This design comes from an exercise in tuning for small area, a short achievable clock period and few clock cycles per item on the open sky130 flow, not from production work.
Function was checked by simulation only, so behaviour that the tests miss may differ from the original.

==> flow/design.v <==
`timescale 1ns/1ps
`default_nettype none
module div_unit_step (
    input  logic [31:0] r,
    input  logic [31:0] y,
    input  logic        hiok,
    input  logic        sa,
    output logic        q,
    output logic [31:0] rn
);
    logic [31:0] g, p, gg, pp;
    always_comb begin
        g  = r & y;
        p  = r ^ y;
        gg = g;
        pp = p;
        for (int l = 0; l < 5; l++)
            for (int i = 0; i < 32; i++)
                if ((i % (2 << l)) == (2 << l) - 1) begin
                    gg[i] = gg[i] | (pp[i] & gg[i - (1 << l)]);
                    pp[i] = pp[i] & pp[i - (1 << l)];
                end
        for (int l = 3; l >= 0; l--)
            for (int i = 0; i < 32; i++)
                if ((i % (2 << l)) == (1 << l) - 1 && i >= (2 << l)) begin
                    gg[i] = gg[i] | (pp[i] & gg[i - (1 << l)]);
                    pp[i] = pp[i] & pp[i - (1 << l)];
                end
    end
    assign q  = hiok & ~(sa & r[31]) & (gg[31] | (sa & pp[31]));
    assign rn = q ? (p ^ {gg[30:0], 1'b0}) : r;
endmodule
module div_unit #(
    parameter integer K = 5
) (
    input  logic        clk_i,
    input  logic        rst_ni,
    input  logic        start_i,
    input  logic [2:0]  op_type_i,
    input  logic [31:0] operand_a_i,
    input  logic [31:0] operand_b_i,
    output logic [31:0] result_o,
    output logic        done_o,
    output logic        busy_o,
    output logic        exception_valid_o,
    output logic [31:0] exception_cause_o
);
    localparam integer W  = 32 + K - 1;        
    localparam integer MM = (32 + K - 1) / K;  
    localparam integer CW = (MM > 8) ? 4 : 3;    
    function automatic logic [5:0] lzc32(input logic [31:0] v);
        logic [15:0] z2;  logic [15:0] p2;
        logic [7:0]  z4;  logic [15:0] p4;
        logic [3:0]  z8;  logic [11:0] p8;
        logic [1:0]  z16; logic [7:0]  p16;
        for (int i = 0; i < 16; i++) begin
            z2[i] = ~(v[2*i+1] | v[2*i]);
            p2[i] = ~v[2*i+1];
        end
        for (int i = 0; i < 8; i++) begin
            z4[i] = z2[2*i+1] & z2[2*i];
            p4[2*i+1] = z2[2*i+1];
            p4[2*i]   = z2[2*i+1] ? p2[2*i] : p2[2*i+1];
        end
        for (int i = 0; i < 4; i++) begin
            z8[i] = z4[2*i+1] & z4[2*i];
            p8[3*i+2] = z4[2*i+1];
            p8[3*i+1 -: 2] = z4[2*i+1] ? p4[4*i+1 -: 2] : p4[4*i+3 -: 2];
        end
        for (int i = 0; i < 2; i++) begin
            z16[i] = z8[2*i+1] & z8[2*i];
            p16[4*i+3] = z8[2*i+1];
            p16[4*i+2 -: 3] = z8[2*i+1] ? p8[6*i+2 -: 3] : p8[6*i+5 -: 3];
        end
        if (z16[1] & z16[0]) lzc32 = 6'd32;
        else lzc32 = {1'b0, z16[1], z16[1] ? p16[3:0] : p16[7:4]};
    endfunction
    logic        busy_q, done_q, first_q, acc;
    logic [CW-1:0] cnt_q;
    logic [2:0]  op_q;
    logic [31:0] r_q, d_q, q_q;
    logic        sa_q, exc_q;
    logic        sgn, sa0, sa, sb, bz, ovf;
    logic [31:0] x0, bm, nb;
    logic [32:0] cb;
    logic [5:0]  la, lb;
    logic signed [7:0] n;
    logic [CW-1:0] mm1, rc;
    assign sgn = ~op_q[0];
    assign sa0 = sgn & r_q[31];
    assign sa  = first_q ? sa0 : sa_q;
    assign sb  = sgn & d_q[31];
    assign x0  = r_q ^ {32{first_q & sa0}};
    assign bm  = d_q ^ {32{sb}};
    assign ovf = (r_q == 32'h80000000) && (d_q == 32'hFFFFFFFF);
    assign cb[0] = ~sb;
    for (genvar i = 0; i < 32; i++) begin : g_inc
        assign nb[i]    = ~bm[i] ^ cb[i];
        assign cb[i+1] = ~bm[i] & cb[i];
    end
    assign la = 6'd32 - lzc32(x0);
    assign lb = 6'd32 - lzc32(bm);
    assign bz = (lb == 6'd0) & ~sb;
    assign n = $signed({2'b00, la}) - $signed({2'b00, lb}) + $signed({7'd0, sa0 & ~sb}) + 8'sd1;
    always_comb begin
        mm1 = '0;
        for (int j = 1; j < MM; j++)
            if (n > j * K) mm1 = CW'(j);
    end
    assign rc = first_q ? mm1 : cnt_q;
    logic [W-1:0] ys [0:CW];
    assign ys[0] = W'({1'b1, nb}) << (K - 1);
    for (genvar i = 0; i < CW; i++) begin : g_align
        assign ys[i+1] = rc[i] ? (ys[i] << (K << i)) : ys[i];
    end
    logic [W-1:0] yw;
    assign yw = ys[CW];
    logic [31:0]  rs [0:K];
    logic [K-1:0] qb;
    assign rs[0] = x0;
    for (genvar j = 0; j < K; j++) begin : g_step
        logic [W-1:0] yj;
        logic         hiok;
        assign yj = W'({{j{1'b1}}, yw} >> j);
        if (W - j > 32) begin : g_hi
            assign hiok = &yj[W-1-j:32];
        end else begin : g_nohi
            assign hiok = 1'b1;
        end
        div_unit_step u_step (
            .r(rs[j]), .y(yj[31:0]), .hiok(hiok), .sa(sa), .q(qb[K-1-j]), .rn(rs[j+1])
        );
    end
    logic        last, is_rem, negl, rflip;
    logic [31:0] qbase, qf, qn;
    logic [32:0] orq;
    assign last   = (rc == '0);
    assign is_rem = op_q[2] & op_q[1];
    assign qbase  = first_q ? 32'd0 : q_q;
    assign qf     = {qbase[31-K:0], qb & {K{op_q[2]}}};
    assign negl   = last & op_q[2] & ~op_q[1] & ((sa ^ sb) | bz);
    assign rflip  = sa;
    logic [32-K:0] orh;
    assign orq[0] = bz;
    assign orh[0] = 1'b0;
    for (genvar i = 0; i < 32; i++) begin : g_res
        if (i < K) begin : g_lo
            assign orq[i+1] = orq[i] | qf[i];
        end else begin : g_hi
            assign orh[i-K+1] = orh[i-K] | qf[i];
            assign orq[i+1]   = orq[K] | orh[i-K+1];
        end
        assign qn[i] = (is_rem ? rs[K][i] : qf[i]) ^ (is_rem ? rflip : (negl & orq[i]));
    end
    always_ff @(posedge clk_i or negedge rst_ni) begin
        if (!rst_ni) begin
            busy_q <= 1'b0;
            done_q <= 1'b0;
        end else if (start_i) begin
            busy_q <= 1'b1;
            done_q <= 1'b0;
        end else if (done_q) begin
            busy_q <= 1'b0;
            done_q <= 1'b0;
        end else if (busy_q && last) begin
            done_q <= 1'b1;
        end
    end
    assign acc = ~busy_q | done_q;
    always_ff @(posedge clk_i) begin
        first_q <= start_i;
        cnt_q   <= rc - CW'(1);
        q_q     <= qn;
        if (acc) begin
            r_q  <= operand_a_i;
            d_q  <= operand_b_i;
            op_q <= op_type_i;
        end else begin
            r_q  <= rs[K];
        end
        if (first_q) begin
            sa_q  <= sa0;
            exc_q <= bz | ovf;
        end
    end
    assign result_o          = q_q;
    assign done_o            = done_q;
    assign busy_o            = busy_q;
    assign exception_valid_o = exc_q;
    assign exception_cause_o = {30'd0, exc_q, 1'b0};
endmodule
==> flow/flow/run.sh <==
#!/bin/bash
# Standard ORFS layout (bash standard.sh) with four changes:
#  - the logic is mapped with the area-oriented ABC script in
#    flow/abc_area.script (used through a copy of the ORFS scripts folder);
#  - Yosys does not pre-map full and half adders (ADDER_MAP_FILE empty), so
#    ABC maps all the logic;
#  - constant outputs keep the single tie cell from synthesis
#    (SKIP_REPAIR_TIE_FANOUT);
#  - the input and output port buffers are sky130_fd_sc_hd__buf_1.
# The flow's full output is in standard_flow.log; ORFS keeps each step's log
# under orfs/logs/.
set -euo pipefail
rm -rf orfs_scripts
cp -r "$FLOW_HOME/scripts" orfs_scripts
cp flow/abc_area.script orfs_scripts/abc_area.script
export SCRIPTS_DIR="$PWD/orfs_scripts"
export ADDER_MAP_FILE=
export SKIP_REPAIR_TIE_FANOUT=1
export BUFFER_PORTS_ARGS="-buffer_cell sky130_fd_sc_hd__buf_1"
bash standard.sh > standard_flow.log 2>&1
==> flow/flow/abc_area.script <==
strash
balance
rewrite
refactor
balance
rewrite
rewrite -z
balance
refactor -z
rewrite -z
balance
dch
amap -m
topo
stime -c
buffer -c
dnsize -c
==> flow/standard.sh <==
#!/bin/bash
# synth_recipe.tcl (not shown) runs the flow's synth.tcl, then flattens the netlist and writes it again
# the make line also repeats each setting of config.mk as NAME=value (left out here)
make -C /OpenROAD-flow-scripts/flow DESIGN_CONFIG=/design/flow/config.mk WORK_HOME=/design/flow/orfs CLKGATE_MAP_FILE= SYNTH_SCRIPT=/design/flow/synth_recipe.tcl "${@:-finish}"
==> flow/config.mk <==
export PLATFORM = sky130hd
export DESIGN_NAME = div_unit
export DESIGN_NICKNAME = div_unit
export VERILOG_FILES = /design/flow/design.v
export SDC_FILE = /design/flow/constraint.sdc
export NUM_CORES = 4
export LEC_CHECK = 0
export ABC_AREA = 1
export CAP_MARGIN = 20
export CORE_MARGIN = 2
export CORE_UTILIZATION = 65
export SLEW_MARGIN = 20
==> flow/constraint.sdc <==
create_clock -name core_clock -period 150.0 [get_ports {clk_i}]
set_input_delay 30.0000 -clock core_clock [delete_from_list [all_inputs] [get_ports {clk_i}]]
set_output_delay 30.0000 -clock core_clock [all_outputs]
set_load 0.01 [all_outputs]
==> summary.txt <==
==> synthesized netlist by cell type (all sizes together) (24+ instances only) <==
master | number | area [um2]
nor2 | 471 | 1770
a21oi | 265 | 1330
o21ai | 281 | 1410
nand2 | 276 | 1040
o21a | 24 | 180
dfxtp | 69 | 1380
nor3 | 26 | 130
buf | 41 | 274
nor2b | 30 | 188
inv | 213 | 800
clkbuf | 74 | 278
o22ai | 204 | 1280
edfxtp | 36 | 1080
==> cell families (layout without fill, tap and decap cells) <==
logic type,count (synthesis),in the layout
flip-flops,107,107
AND/OR/NAND/NOR,930,930
other,1,1
buffers and inverters,337,375
AO/OA/AOI/OAI,945,945
XOR/XNOR,6,6
==> per-stage QoR <==
| step | setup slack, ns | cell area, um2 | instances | util (%) |
|---|---|---|---|---|
| floorplan | 119.42 | 13500 | 2326 | - |
| global placement | 119.46 | 14000 | 2618 | 68.7 |
| detailed placement | 119.44 | 14000 | 2618 | 68.7 |
| CTS | 119.07 | 14200 | 2634 | 70.1 |
| global route | 119.05 | 14200 | 2634 | 70.1 |
| finish | 119.08 | 14200 | 2634 | 70.1 |
==> sequential cells by signal (all words and copies together) (netlist names) <==
name / flops
busy_q: 1
first_q: 1
sa_q: 1
d_q: 32
op_q: 3
q_q: 32
done_q: 1
r_q: 32
exc_q: 1
cnt_q: 3
==> layout make-up <==
type / count / area share [%]
Inverter: 222 / 5.85
Tap cell: 270 / 2.37
Clock inverter: 6 / 0.369
Multi-Input combinational cell: 1882 / 67.7
Timing Repair Buffer: 137 / 4.46
Clock buffer: 10 / 1.61
Sequential cell: 107 / 17.7
==> worst reg2reg max path, delay by kind of cell (launching register included) <==
kind	cells	cell delay, ns
AO/OA/AOI/OAI	43	11.51
AND/OR/NAND/NOR	32	8.17
buffers and inverters	20	6.13
flip-flops	1	0.31
==> cell usage in the layout (no fill, tap or decap), types with 13 or more instances in the layout <==
cell type | netlist | final
o21a_1 | 24 | 24
and3_1 | 23 | 23
nor4_1 | 22 | 22
nor2_1 | 471 | 471
inv_1 | 212 | 211
o22a_1 | 14 | 14
a31oi_1 | 17 | 17
a222oi_1 | 14 | 14
nand4_1 | 18 | 18
a21oi_1 | 265 | 264
nand2_1 | 276 | 276
nor2b_1 | 30 | 29
o22ai_1 | 204 | 204
buf_1 | 9 | 105
o32ai_1 | 16 | 15
edfxtp_1 | 36 | 36
o21ai_0 | 278 | 277
o221ai_1 | 16 | 13
nor3_1 | 26 | 26
nand3_1 | 20 | 20
buf_4 | 32 | 32
a21o_1 | 18 | 18
dfxtp_1 | 69 | 69
==> final timing paths <==
| check | from | endpoint | slack (ns) |
|---|---|---|---|
| worst max-delay path | done_q | done_o | 119.08 |
| min in group asynchronous | rst_ni | busy_q | 29.43 |
| max in group asynchronous | rst_ni | done_q | 120.42 |
| worst max register to register | r_q[31] | q_q[3] | 123.72 |
| worst min register to register | first_q | exc_q | 0.58 |
| worst min-delay path | first_q | exc_q | 0.58 |
==> layer usage <==
metal / track usage (%) / wire (um) / vias to the layer above
met5: 0 / 0 / -
li1: - / - / 8435
met3: 8.18 / 7420 / 209
met1: 60.1 / 19300 / 7884
met2: 68.4 / 21100 / 1309
met4: 20.5 / 2690 / 0
==> metrics.cfg <==
[clocking]
clkLatencyLatePin_ns=0.35
tritoncts=built
cts_setup_buffers=0
cts_resized=0
path_clk_slew_ns=0.07
clock-sinks=107
clockRootBuffer=clkbuf_16
cts.path.max_buffers=2
cts_made_buffers=9
htreeDepth=3
cts-hold-fix-buffers=0

[synthesis]
syn-instance-count=2326
syn_nets=2396
synth_compound_area_share_pct=41.7
synthSimpleGateAreaFrac_pct=29.0
synth_edf_count=36
yosys_warnings=6
synth.avg_cell_area_um2=5.80
synth_fa_ha_area_share_pct=0
yosysUniqueCellTypes=61
synth_top_family_by_area=compound AO/OA/AOI/OAI gates
synthMuxAreaShare_pct=0
ys_seq_area_share_pct=18.6
yosys_register_bits=107
netlist_area_mm2=0.0135
synth_ff_type=dfxtp_1
synthArstFlopShare_pct=1.87
synth_xor_area_share_pct=0.390

[routing]
ant_nets=0
dr.pass1.iters=7
routedWlPerCell_um=19.2
drt_iter0_markers=2302
drc=0
viasPerCell=6.77
drt-total-wl_um=50500
vias=17837

[floorplanning]
core-area_mm2=0.0203
die_h_um=148
core.rowCount=52
num_io_pins=137
die_area_mm2=0.0219
chipWidth_um=148
initial_core_util_pct=66.4

[sta]
hold_violations=0
tightest_slew_ns=1.09
rsz0062_at_grt=no
finClkSkew_ns=0.00951
finalCritPeriodShare_pct=20.6
max_freq_mhz=32.3
slew_violations=0
tns_ns=0
setup_viol=0
min_period_ns=30.92
relSlewSlack_pct=27.3
holdWs_ns=0.581

[grt]
grt_pass1_vias=15237
grt_remaining_overflow=0
grt_max_degree=59
grt_pass1_wl_um=78100
antenna_found_initial=0
grtUsageTotal_pct=44.3

[finish]
seq_area_mm2=0.00251
nets=2429
syn2layout_area_growth_pct=5.56
drive_above_1_share_pct=3.17
fillerInstances=1852
multiInputGateArea_mm2=0.00963
diodes=0

[worst_setup_path]
path_class=reg -> out
critPathSlowestCell=dfrtp_1
path_max_fanout=2
path_cells=buf_1
critPathTopFamily=flip-flops
end_kind=primary output
cp.depth=1
worst-path-buf-inv=1
required_ns=120.00
cp.arrival_ns=0.92
r2r_cells=95
startpoint_type=flip-flop
critPathMaxStageDelay_ns=0.40

[min_path]
worstHoldPathCells=0
hold_path.class=reg -> reg

[place]
numPortBuffers=105
dp_hpwl_um=39900
place.gp.congestion=1.09

[run]
maxCapViolCount=0

[status]
status=no timing/DRC/antenna violations

Testbench counts, summed over its fixed seeds: cycles 5,099, ops 1,600.

what the ideal ports hide:
How much do the figures lean on ideal ports? The routed layout below was timed once more, with nothing changed but the port constraints. Step 1: set_driving_cell puts a clkbuf_16 on clk_i and a buf_2 on each other input, an assumption about the parent block. Step 2 also shifts input and output timing later by t, the mid clock arrival at the registers, as if the neighbouring blocks saw the same clock. Slacks: no drivers / after step 1 / after step 2; pairs: no drivers / after step 1.
t, ns: 0.384
slack for setup (ns): 119.076 / 119.038 / 119.422
hold slack, ns: 0.581 / 0.581 / 0.581
latest minus earliest clock arrival (ns): 0.010 / 0.010
worst slew at a driven data input, ns: 0.06
After both steps this run still meets setup and hold. The setup slack of this run moves by -0.038 ns with the drivers and by +0.346 ns with both steps.
